What follows belongs to an exercise in optimizing a design on an open flow for small area, a short achievable clock period and few clock cycles; a production flow would make more cautious choices.
In this exercise RTL edits were held to simulation tests only and were not proved equivalent to the original.

File: flow/config.mk
export PLATFORM = sky130hd
export DESIGN_NAME = arm_v
export DESIGN_NICKNAME = arm_v
export VERILOG_FILES = /design/flow/design.v
export SDC_FILE = /design/flow/constraint.sdc
export NUM_CORES = 4
export LEC_CHECK = 0
export CAP_MARGIN = 20
export CORE_MARGIN = 2
export CORE_UTILIZATION = 40
export SLEW_MARGIN = 20
File: flow/constraint.sdc
create_clock -name core_clock -period 20.0 [get_ports {clk}]
set_input_delay 4.0000 -clock core_clock [delete_from_list [all_inputs] [get_ports {clk}]]
set_output_delay 4.0000 -clock core_clock [all_outputs]
set_load 0.01 [all_outputs]
File: flow/design.v
`timescale 1ns / 1ps
module adder_v( a, b, y );
parameter WIDTH = 8;
input [WIDTH-1:0] a, b;
output [WIDTH-1:0] y;
assign y = a + b;
endmodule
`timescale 1ns / 1ps
module mux2x1_v(s, d0, d1, y);
parameter WIDTH = 8;
input wire s;
input wire [WIDTH-1:0] d0, d1;
output wire [WIDTH-1:0] y;
assign y = s ? d1 : d0;
endmodule
`timescale 1ns / 1ps
module flopr_v(clk, reset, d, q);
parameter WIDTH = 8;
input wire clk;
input wire reset;
input wire [WIDTH-1:0] d;
output wire [WIDTH-1:0] q;
reg [WIDTH-1:0] temp;
always@(posedge clk, posedge reset) begin
	if(reset) temp <= 0;
	else temp <= d;
end
assign q = temp;
endmodule
`timescale 1ns / 1ps
module flopenr_v(clk, reset, en, d, q);
parameter WIDTH = 8;
input wire clk;
input wire reset;
input wire en;
input wire [WIDTH-1:0] d;
output reg [WIDTH-1:0] q;
always@(posedge clk, posedge reset) begin
	if(reset) q <= 0;
	else if(en) q <= d;
end
endmodule
`timescale 1ns / 1ps
module extend_v(
	input wire [23:0] Instr,
	input wire [1:0] ImmSrc,
	output wire [31:0] ExtImm
);
reg [31:0] temp_ExtImm;
always@(*) begin
	case( ImmSrc )
		2'b00: temp_ExtImm = {24'b0,Instr[7:0]};
		2'b01: temp_ExtImm = {20'b0,Instr[11:0]};
		2'b10: temp_ExtImm = {{6{Instr[23]}}, Instr[23:0], 2'b00};
		default: temp_ExtImm = 32'b0;  
	endcase
end
assign ExtImm = temp_ExtImm;
endmodule
`timescale 1ns / 1ps
module regfile_v(
	input wire clk,
	input wire we3,
	input wire [3:0] ra1,
	input wire [3:0] ra2,
	input wire [3:0] wa3,
	input wire [31:0] wd3,
	input wire [31:0] r15,
	output wire [31:0] rd1,
	output wire [31:0] rd2
);
reg [31:0] rf[14:0];
always@(posedge clk) begin
	if( we3 ) rf[wa3] <= wd3;
end
assign rd1 = (ra1 == 4'b1111) ? r15 : rf[ra1];
assign rd2 = (ra2 == 4'b1111) ? r15 : rf[ra2];
endmodule
`timescale 1ns / 1ps
module alu_v(
    input wire [31:0] A,
    input wire [31:0] B,
    input wire [2:0] CtrlFunc,
    output wire [31:0] Result,
    output wire [3:0] Flags
	 );
reg [31:0] Result_temp;
wire [32:0] Sum;
wire Sub;
assign Sub = (CtrlFunc == 3'b010) | (CtrlFunc == 3'b100);
assign Sum = {1'b0, A} + {1'b0, (Sub ? ~B : B)} + {32'd0, Sub};
always@(*) begin
	case( CtrlFunc )
		3'b000: Result_temp = A & B;    
		3'b101: Result_temp = A | B;    
		3'b011: Result_temp = Sum[31:0];  
		3'b001: Result_temp = A ^ B;    
		3'b010: Result_temp = Sum[31:0];  
		3'b110: Result_temp = A * B;    
		3'b100: Result_temp = Sum[31:0];  
		default: Result_temp = Sum[31:0];
	endcase
end
assign Flags[3] = Result_temp[31];
assign Flags[2] = (Result_temp == 32'd0);
assign Flags[1] = Sum[32];
assign Flags[0] = (A[31] == (Sub ? ~B[31] : B[31])) & (Sum[31] != A[31]);
assign Result = Result_temp;
endmodule
`timescale 1ns / 1ps
module condcheck_v(
	input wire [3:0] Cond,
	input wire [3:0] Flags,
	output wire CondEx
);
wire neg, zero, carry, overflow, ge;
reg CondEx_temp;
assign {neg, zero, carry, overflow} = Flags;
assign ge = (neg == overflow);
always@(*) begin
	case( Cond )
		4'b0000: CondEx_temp = zero; 					 
		4'b0001: CondEx_temp = ~zero; 				 
		4'b0010: CondEx_temp = carry; 				 
		4'b0011: CondEx_temp = ~carry; 				 
		4'b0100: CondEx_temp = neg; 					 
		4'b0101: CondEx_temp = ~neg; 					 
		4'b0110: CondEx_temp = overflow; 			 
		4'b0111: CondEx_temp = ~overflow; 			 
		4'b1000: CondEx_temp = carry & ~zero; 		 
		4'b1001: CondEx_temp = ~(carry & ~zero); 	 
		4'b1010: CondEx_temp = ge; 					 
		4'b1011: CondEx_temp = ~ge; 					 
		4'b1100: CondEx_temp = ~zero & ge; 			 
		4'b1101: CondEx_temp = ~(~zero & ge); 		 
		4'b1110: CondEx_temp = 1'b1; 					 
		default: CondEx_temp = 1'b0; 					 
	endcase
end
assign CondEx = CondEx_temp;
endmodule
`timescale 1ns / 1ps
module condlogic_v(
	input wire clk,
	input wire reset,
	input wire [3:0] Cond,
	input wire [3:0] ALUFlags,
	input wire [1:0] FlagW,
	input wire PCS,
	input wire RegW,
	input wire MemW,
	output wire PCSrc,
	output wire RegWrite,
	output wire MemWrite
);
wire [1:0] FlagWrite;
wire [3:0] Flags;
wire CondEx;
flopenr_v #(2) flagreg1(clk, reset, FlagWrite[1],
							  ALUFlags[3:2], Flags[3:2]);
flopenr_v #(2) flagreg0(clk, reset, FlagWrite[0],
							  ALUFlags[1:0], Flags[1:0]);
condcheck_v cc(Cond, Flags, CondEx);
assign FlagWrite = FlagW & {2{CondEx}};
assign RegWrite = RegW & CondEx;
assign MemWrite = MemW & CondEx;
assign PCSrc = PCS & CondEx;
endmodule
`timescale 1ns / 1ps
module decoder_v(
	input wire [1:0] Op,
	input wire [5:0] Funct,
	input wire [3:0] Rd,
	output wire [1:0] FlagW,
	output wire PCS,
	output wire RegW,
	output wire MemW,
	output wire MemtoReg,
	output wire ALUSrc,
	output wire [1:0] ImmSrc,
	output wire [1:0] RegSrc,
	output wire [2:0] ALUControl
);
reg [9:0] controls;
wire Branch;
wire ALUOp;
wire NoWrite;
wire RegW_temp;
reg [2:0] ALUControl_temp;
reg [1:0] FlagW_temp;
always@(*) begin
	case( Op )
		2'b00: 	        
			controls = (Funct[5]) ? 10'b0000101001 : 10'b0000001001;
		2'b01:  	controls = (Funct[0]) ? 10'b0001111000 : 10'b1001110100;
		2'b10:	controls = 10'b0110100010;  
		default: controls = 10'b0000000000;  
	endcase
end
assign {RegSrc, ImmSrc, ALUSrc, MemtoReg,
	RegW_temp, MemW, Branch, ALUOp} = controls;
always@(*) begin
	if( ALUOp ) begin   
		case( Funct[4:1] )
			4'b0100: ALUControl_temp = 3'b011;  
			4'b0010: ALUControl_temp = 3'b010;  
			4'b0000: ALUControl_temp = 3'b000;  
			4'b1100: ALUControl_temp = 3'b101;  
			4'b0001: ALUControl_temp = 3'b110;  
			4'b1111: ALUControl_temp = 3'b100;  
			default: ALUControl_temp = 3'b011;  
		endcase
		FlagW_temp[1] = Funct[0];
		FlagW_temp[0] = Funct[0] &
				(ALUControl_temp==3'b011 | ALUControl_temp==3'b010 |
				 ALUControl_temp==3'b100);
	end 
	else begin
		ALUControl_temp = 3'b011;  
		FlagW_temp = 2'b00;  
	end
end
assign NoWrite = ALUOp & (Funct[4:1] == 4'b1111);
assign RegW = RegW_temp & ~NoWrite;
assign PCS = ((Rd==4'b1111) & RegW) | Branch;
assign ALUControl = ALUControl_temp;
assign FlagW = FlagW_temp;
endmodule
`timescale 1ns / 1ps
module controller_v(
	input wire clk,
	input wire reset,
	input wire [31:12] Instr,
	input wire [3:0] ALUFlags,
	output wire [1:0] RegSrc,
	output wire RegWrite,
	output wire [1:0] ImmSrc,
	output wire ALUSrc,
	output wire [2:0] ALUControl,
	output wire MemWrite,
	output wire MemtoReg,
	output wire PCSrc 
);
wire [1:0] FlagW;
wire PCS, RegW, MemW;
decoder_v dec( .Op(Instr[27:26]), 
					.Funct(Instr[25:20]), 
					.Rd(Instr[15:12]),
					.FlagW(FlagW), 
					.PCS(PCS), 
					.RegW(RegW), 
					.MemW(MemW),
					.MemtoReg(MemtoReg), 
					.ALUSrc(ALUSrc), 
					.ImmSrc(ImmSrc), 
					.RegSrc(RegSrc), 
					.ALUControl(ALUControl) );
condlogic_v cl( .clk(clk), 
					 .reset(reset), 
					 .Cond(Instr[31:28]), 
					 .ALUFlags(ALUFlags),
					 .FlagW(FlagW), 
					 .PCS(PCS), 
					 .RegW(RegW), 
					 .MemW(MemW), 
					 .PCSrc(PCSrc), 
					 .RegWrite(RegWrite), 
					 .MemWrite(MemWrite) );
endmodule
`timescale 1ns / 1ps
module datapath_v(
	input wire clk,
	input wire reset,
	input wire [1:0] RegSrc,
	input wire RegWrite,
	input wire [1:0] ImmSrc,
	input wire ALUSrc,
	input wire [2:0] ALUControl,
	input wire MemtoReg,
	input wire PCSrc,
	input wire [31:0] Instr,
	input wire [31:0] ReadData,
	output wire [3:0] ALUFlags,
	output wire [31:0] PC,
	output wire [31:0] ALUResult,
	output wire [31:0] WriteData
);
wire [31:0] PCNext, PCPlus4, PCPlus8;
wire [31:0] ExtImm, SrcA, SrcB, Result;
wire [3:0] RA1, RA2;
mux2x1_v #(32) pcmux(PCSrc, PCPlus4, Result, PCNext);
flopr_v #(32) pcreg(clk, reset, PCNext, PC);
adder_v #(32) pcadd1(PC, 32'b100, PCPlus4);
adder_v #(32) pcadd2(PCPlus4, 32'b100, PCPlus8);
mux2x1_v #(4) ra1mux(RegSrc[0], Instr[19:16], 4'b1111, RA1);
mux2x1_v #(4) ra2mux(RegSrc[1], Instr[3:0], Instr[15:12], RA2);
regfile_v rf(clk, RegWrite, RA1, RA2, 
			  Instr[15:12], Result, PCPlus8,
			  SrcA, WriteData);
mux2x1_v #(32) resmux(MemtoReg, ALUResult, ReadData, Result);
extend_v ext(Instr[23:0], ImmSrc, ExtImm);
mux2x1_v #(32) srcBmux(ALUSrc, WriteData, ExtImm, SrcB);
alu_v ALU(SrcA, SrcB, ALUControl, ALUResult, ALUFlags);
endmodule
`timescale 1ns / 1ps
module arm_v(
	input wire clk,
	input wire reset,
	input wire [31:0] Instr,
	input wire [31:0] ReadData,
	output wire MemWrite,
	output wire [31:0] PC,
	output wire [31:0] DataAdr,
	output wire [31:0] WriteData
);
wire [3:0] ALUFlags;
wire RegWrite, ALUSrc, MemtoReg, PCSrc;
wire [1:0] RegSrc, ImmSrc;
wire [2:0] ALUControl;
controller_v c( .clk(clk), 
					 .reset(reset), 
					 .Instr(Instr[31:12]), 
					 .ALUFlags(ALUFlags),
					 .RegSrc(RegSrc), 
					 .RegWrite(RegWrite),
					 .ImmSrc(ImmSrc), 
					 .ALUSrc(ALUSrc),
					 .ALUControl(ALUControl), 
					 .MemWrite(MemWrite), 
					 .MemtoReg(MemtoReg), 
					 .PCSrc(PCSrc) );
datapath_v dp( .clk(clk), 
					.reset(reset),					
					.RegSrc(RegSrc),
					.RegWrite(RegWrite), 
					.ImmSrc(ImmSrc), 
					.ALUSrc(ALUSrc), 
					.ALUControl(ALUControl),
					.MemtoReg(MemtoReg), 
					.PCSrc(PCSrc), 
					.ALUFlags(ALUFlags), 
					.PC(PC), 
					.Instr(Instr),
					.ALUResult(DataAdr), 
					.WriteData(WriteData), 
					.ReadData(ReadData) );
endmodule
File: flow/run.sh
#!/bin/bash
# synth_recipe.tcl (not shown) runs the flow's synth.tcl, then flattens the netlist and writes it again
# the make line also repeats each setting of config.mk as NAME=value (left out here)
make -C /OpenROAD-flow-scripts/flow DESIGN_CONFIG=/design/flow/config.mk WORK_HOME=/design/flow/orfs CLKGATE_MAP_FILE= SYNTH_SCRIPT=/design/flow/synth_recipe.tcl finish
==> summary.txt <==
## sequential cells by signal, summed over array words and instances, names as in the netlist
register         cells
dp.rf.rf           480
c.cl.flagreg0.q      2
c.cl.flagreg1.q      2
dp.pcreg.temp       32
## stage by stage
stage | instance area, um2
after floorplan | 46980
after global placement | 51750
after detailed placement | 51760
after CTS | 53720
after global routing | 53810
final | 53820
## Yosys cell counts (17+ instances only)
| cell type | instances |
|---|---|
| ha_1 | 228 |
| nand4_1 | 25 |
| nor2_1 | 469 |
| a21oi_1 | 194 |
| and2_1 | 18 |
| a211oi_1 | 62 |
| nor2b_1 | 17 |
| o221ai_1 | 28 |
| o21ai_0 | 105 |
| mux2i_1 | 195 |
| fa_1 | 409 |
| xor2_1 | 46 |
| dfrtp_1 | 36 |
| clkbuf_1 | 195 |
| nand3_1 | 144 |
| o21a_1 | 20 |
| xnor2_1 | 121 |
| a21o_1 | 45 |
| a311oi_1 | 48 |
| or4_1 | 17 |
| edfxtp_1 | 480 |
| and3_1 | 35 |
| or3_1 | 20 |
| buf_2 | 47 |
| a221oi_1 | 29 |
| nor4_1 | 19 |
| buf_1 | 40 |
| nor3_1 | 52 |
| nand2_1 | 689 |
| o22ai_1 | 22 |
| a22oi_1 | 30 |
| inv_1 | 523 |
| mux2_2 | 45 |
| a31oi_1 | 34 |
| nand2b_1 | 22 |
| o211ai_1 | 18 |
| mux4_2 | 46 |
## routing by layer
| layer | global-route usage (%) | wire length, um | vias up |
|---|---|---|---|
| met5 | 0 | 78 | - |
| met4 | 19.42 | 14500 | 14 |
| met3 | 8.213 | 25180 | 628 |
| met2 | 50.33 | 87130 | 2804 |
| met1 | 44.42 | 78040 | 20350 |
| li1 | - | - | 16950 |
## layout by cell type (no fill, tap or decap), drive strengths merged, types with 30 or more instances in the layout
| cell type | netlist | final |
|---|---|---|
| inv | 524 | 526 |
| nor2 | 469 | 469 |
| xnor2 | 122 | 122 |
| clkdlybuf4s50 | 0 | 160 |
| fa | 409 | 409 |
| o21ai | 111 | 111 |
| a31oi | 34 | 34 |
| ha | 228 | 228 |
| mux2 | 46 | 46 |
| edfxtp | 480 | 480 |
| a22oi | 30 | 30 |
| buf | 94 | 272 |
| mux4 | 46 | 46 |
| dfrtp | 36 | 36 |
| nor3 | 52 | 52 |
| a21oi | 197 | 197 |
| clkinv | 16 | 33 |
| nand2 | 689 | 689 |
| a221oi | 30 | 30 |
| a21o | 45 | 45 |
| xor2 | 46 | 46 |
| and3 | 35 | 35 |
| nand3 | 144 | 144 |
| mux2i | 196 | 196 |
| a211oi | 66 | 66 |
| clkbuf | 195 | 64 |
| a311oi | 48 | 48 |
## layout make-up
type / instances / area share (%)
multi-input combinational: 3453 / 53.55
clock buffer: 64 / 2.578
clock inverter: 35 / 1.053
inverter: 540 / 3.773
antenna: 5 / 0.02325
sequential: 516 / 28.46
tap: 1524 / 3.543
timing repair buffer: 432 / 7.028
## logic make-up after synthesis
group	Yosys count	synth area share, %
flip-flops	516	32.60
AO/OA/AOI/OAI	783	11.63
AND/OR/NAND/NOR	1569	14.41
XOR/XNOR	176	3.537
adder cells (fa/ha/maj)	637	23.50
buffers and inverters	829	6.812
multiplexers	288	7.518
## worst max-delay path, delay by kind of cell
family          cells  cell delay, ps
compound gates     12            2760
xor+xnor            1             470
fa+ha+maj          10            4240
buf+inv            10            2160
mux                 2             880
simple gates        3            1030
## how the worst min path moves through the flow
stage | slack [ps] | end | cells after the start | from
after floorplan | 480 | c.cl.flagreg1.q[0]$_DFFE_PP0P_ | 2 | c.cl.flagreg1.q[0]$_DFFE_PP0P_
after global placement | 520 | c.cl.flagreg1.q[0]$_DFFE_PP0P_ | 2 | c.cl.flagreg1.q[0]$_DFFE_PP0P_
after detailed placement | 520 | c.cl.flagreg1.q[0]$_DFFE_PP0P_ | 2 | c.cl.flagreg1.q[0]$_DFFE_PP0P_
after CTS | 540 | c.cl.flagreg1.q[0]$_DFFE_PP0P_ | 2 | c.cl.flagreg1.q[0]$_DFFE_PP0P_
after global routing | 570 | c.cl.flagreg1.q[1]$_DFFE_PP0P_ | 1 | c.cl.flagreg1.q[1]$_DFFE_PP0P_
final | 530 | c.cl.flagreg1.q[0]$_DFFE_PP0P_ | 2 | c.cl.flagreg1.q[0]$_DFFE_PP0P_
## repair_timing
action,in CTS,in global routing
endpoints found under the setup margin,0,4
setup buffers,0,5
gates resized for setup,0,9
==> load_flow_metrics.sql <==
INSERT INTO impl_metrics (metric_group, metric, value, unit) VALUES
('placement', 'place_ws', '140.2', 'ps'),
('sta', 'timing.final.setup_violations', '0', ''),
('global_route', 'total_congestion_overflow_after_global_routing', '0', ''),
('synthesis', 'synth_enable_flop_cells', '480', ''),
('cells_and_area', 'final.fill_count', '11010', ''),
('clocking', 'tritoncts', 'yes', ''),
('sta', 'post-route-period-util', '98.89', '%'),
('critical_path', 'worst-path-max-fanout', '79', ''),
('sta', 'finalHoldWorstSlack', '533.3', 'ps'),
('die', 'start_util', '40.38', '%'),
('cells_and_area', 'layout.area.seq', '15310', 'um2'),
('placement', 'port_buffers', '162', ''),
('critical_path', 'worst_ep_required_time', '16000', 'ps'),
('sta', 'slew_viol_final', '0', ''),
('sta', 'worst_pin_slew', '1228', 'ps'),
('detailed_routing', 'vias', '40740', ''),
('detailed_routing', 'drt-pass1-iter-count', '8', ''),
('critical_path', 'startpoint', 'Instr[27]', ''),
('clocking', 'cts.clk_slew.worst_paths', '50', 'ps'),
('detailed_routing', 'drc', '0', ''),
('sta', 'timing.slew.headroom', '17.55', '%'),
('synthesis', 'postSynthAreaPerCell', '9.792', 'um2'),
('synthesis', 'ys_async_sr_fraction', '6.977', '%'),
('critical_path', 'worstSetupEndpoint', 'DataAdr[31]', ''),
('cells_and_area', 'multi_input_comb_area', '28820', 'um2'),
('detailed_routing', 'drt-vias-per-instance', '6.202', ''),
('synthesis', 'postSynthRegisterBits', '516', ''),
('placement', 'dp_hpwl', '154900', 'um'),
('placement', 'post-place-cells', '6459', ''),
('die', 'floorplan.die.width', '346.7', 'um'),
('die', 'rows', '125', ''),
('sta', 'fin_worst_skew', '43.70', 'ps'),
('critical_path', 'crit_path_start_kind', 'primary input', ''),
('synthesis', 'synth_top_flop_cell', 'edfxtp_1', ''),
('global_route', 'grt_pass1_wl', '291400', 'um'),
('die', 'floorplan.core_area', '116400', 'um2'),
('critical_path', 'data_arrival_at_the_endpoint_of_the_critical_path', '15780', 'ps'),
('synthesis', 'synth.area.top_cells', 'edfxtp_1, fa_1, ha_1', ''),
('sta', 'postLayoutSetupSlackWorst', '222.9', 'ps'),
('detailed_routing', 'routed_wl', '204900', 'um'),
('cells_and_area', 'utilization', '46.25', '%'),
('detailed_routing', 'final_antenna_net_count', '0', ''),
('global_route', 'grt_util_all_layers', '33.63', '%'),
('detailed_routing', 'wl_per_cell', '31.20', 'um'),
('global_route', 'grt_start_max_net_pins', '80', ''),
('clocking', 'numClockSinks', '516', ''),
('detailed_routing', 'drt-initial-drc-count', '5550', ''),
('synthesis', 'mappedNetlistArea', '46980', 'um2'),
('sta', 'setup_tns', '0', 'ps'),
('placement', 'routabilityCongestion', '1.011', ''),
('clocking', 'clk_root_buffer_cell', 'clkbuf_16', ''),
('die', 'die-height', '346.7', 'um'),
('sta', 'post-route-min-period', '19780', 'ps'),
('worst_hold_path', 'class_of_the_tightest_hold_or_removal_check', 'reg2reg', ''),
('synthesis', 'synthesis.yosys.warnings', '7', ''),
('critical_path', 'reg2reg_depth', '36', ''),
('critical_path', 'critical_path_class', 'in2out', ''),
('synthesis', 'ys_seq_area_share', '32.60', '%'),
('cells_and_area', 'design.final.nets', '5699', ''),
('cells_and_area', 'area_growth_syn_to_layout', '14.55', '%'),
('die', 'total_i_o_pin_count', '163', ''),
('sta', 'grt_setup_unrepaired', 'no', ''),
('outcome', 'result_of_the_run', 'complete, no violations', ''),
('global_route', 'grt_pass1_vias', '40010', ''),
('clocking', 'cts_htree_levels', '2', ''),
('sta', 'hold_viol_final', '0', ''),
('critical_path', 'worstReg2RegEnd', 'c.cl.flagreg1.q[0]$_DFFE_PP0P_', ''),
('clocking', 'postCtsHoldBufs', '0', ''),
('clocking', 'cts.path.max_buffers', '3', '');
Testbench counts, summed over its fixed seeds: cycles 28,262.

port drivers added, routing unchanged:
No port has a modelled driver above. Below, the same layout with a new extraction and two added sets of constraints. Step 1 (the two cells are an assumption about what drives the block):
set clk [get_ports {clk}]
set_driving_cell -lib_cell sky130_fd_sc_hd__clkbuf_16 $clk
set_driving_cell -lib_cell sky130_fd_sc_hd__buf_2 [delete_from_list [all_inputs] $clk]
Step 2, shift: input delay + t, output delay - t, t = (earliest + latest rising clock arrival at the registers) / 2. This alone moves slack from input paths to output paths. Three values: ideal, step 1, step 2; two values: the first two.
t (ns): 0.706
setup WS [ns]: 0.223 / 0.009 / 0.009
worst hold slack (ns): 0.533 / 0.533 / 0.533
slew at the worst register clock pin (ns): 0.08 / 0.08
After both steps setup and hold are still met in this run. For this run, drivers alone change the setup slack by -0.214 ns; drivers and shift together by -0.214 ns.
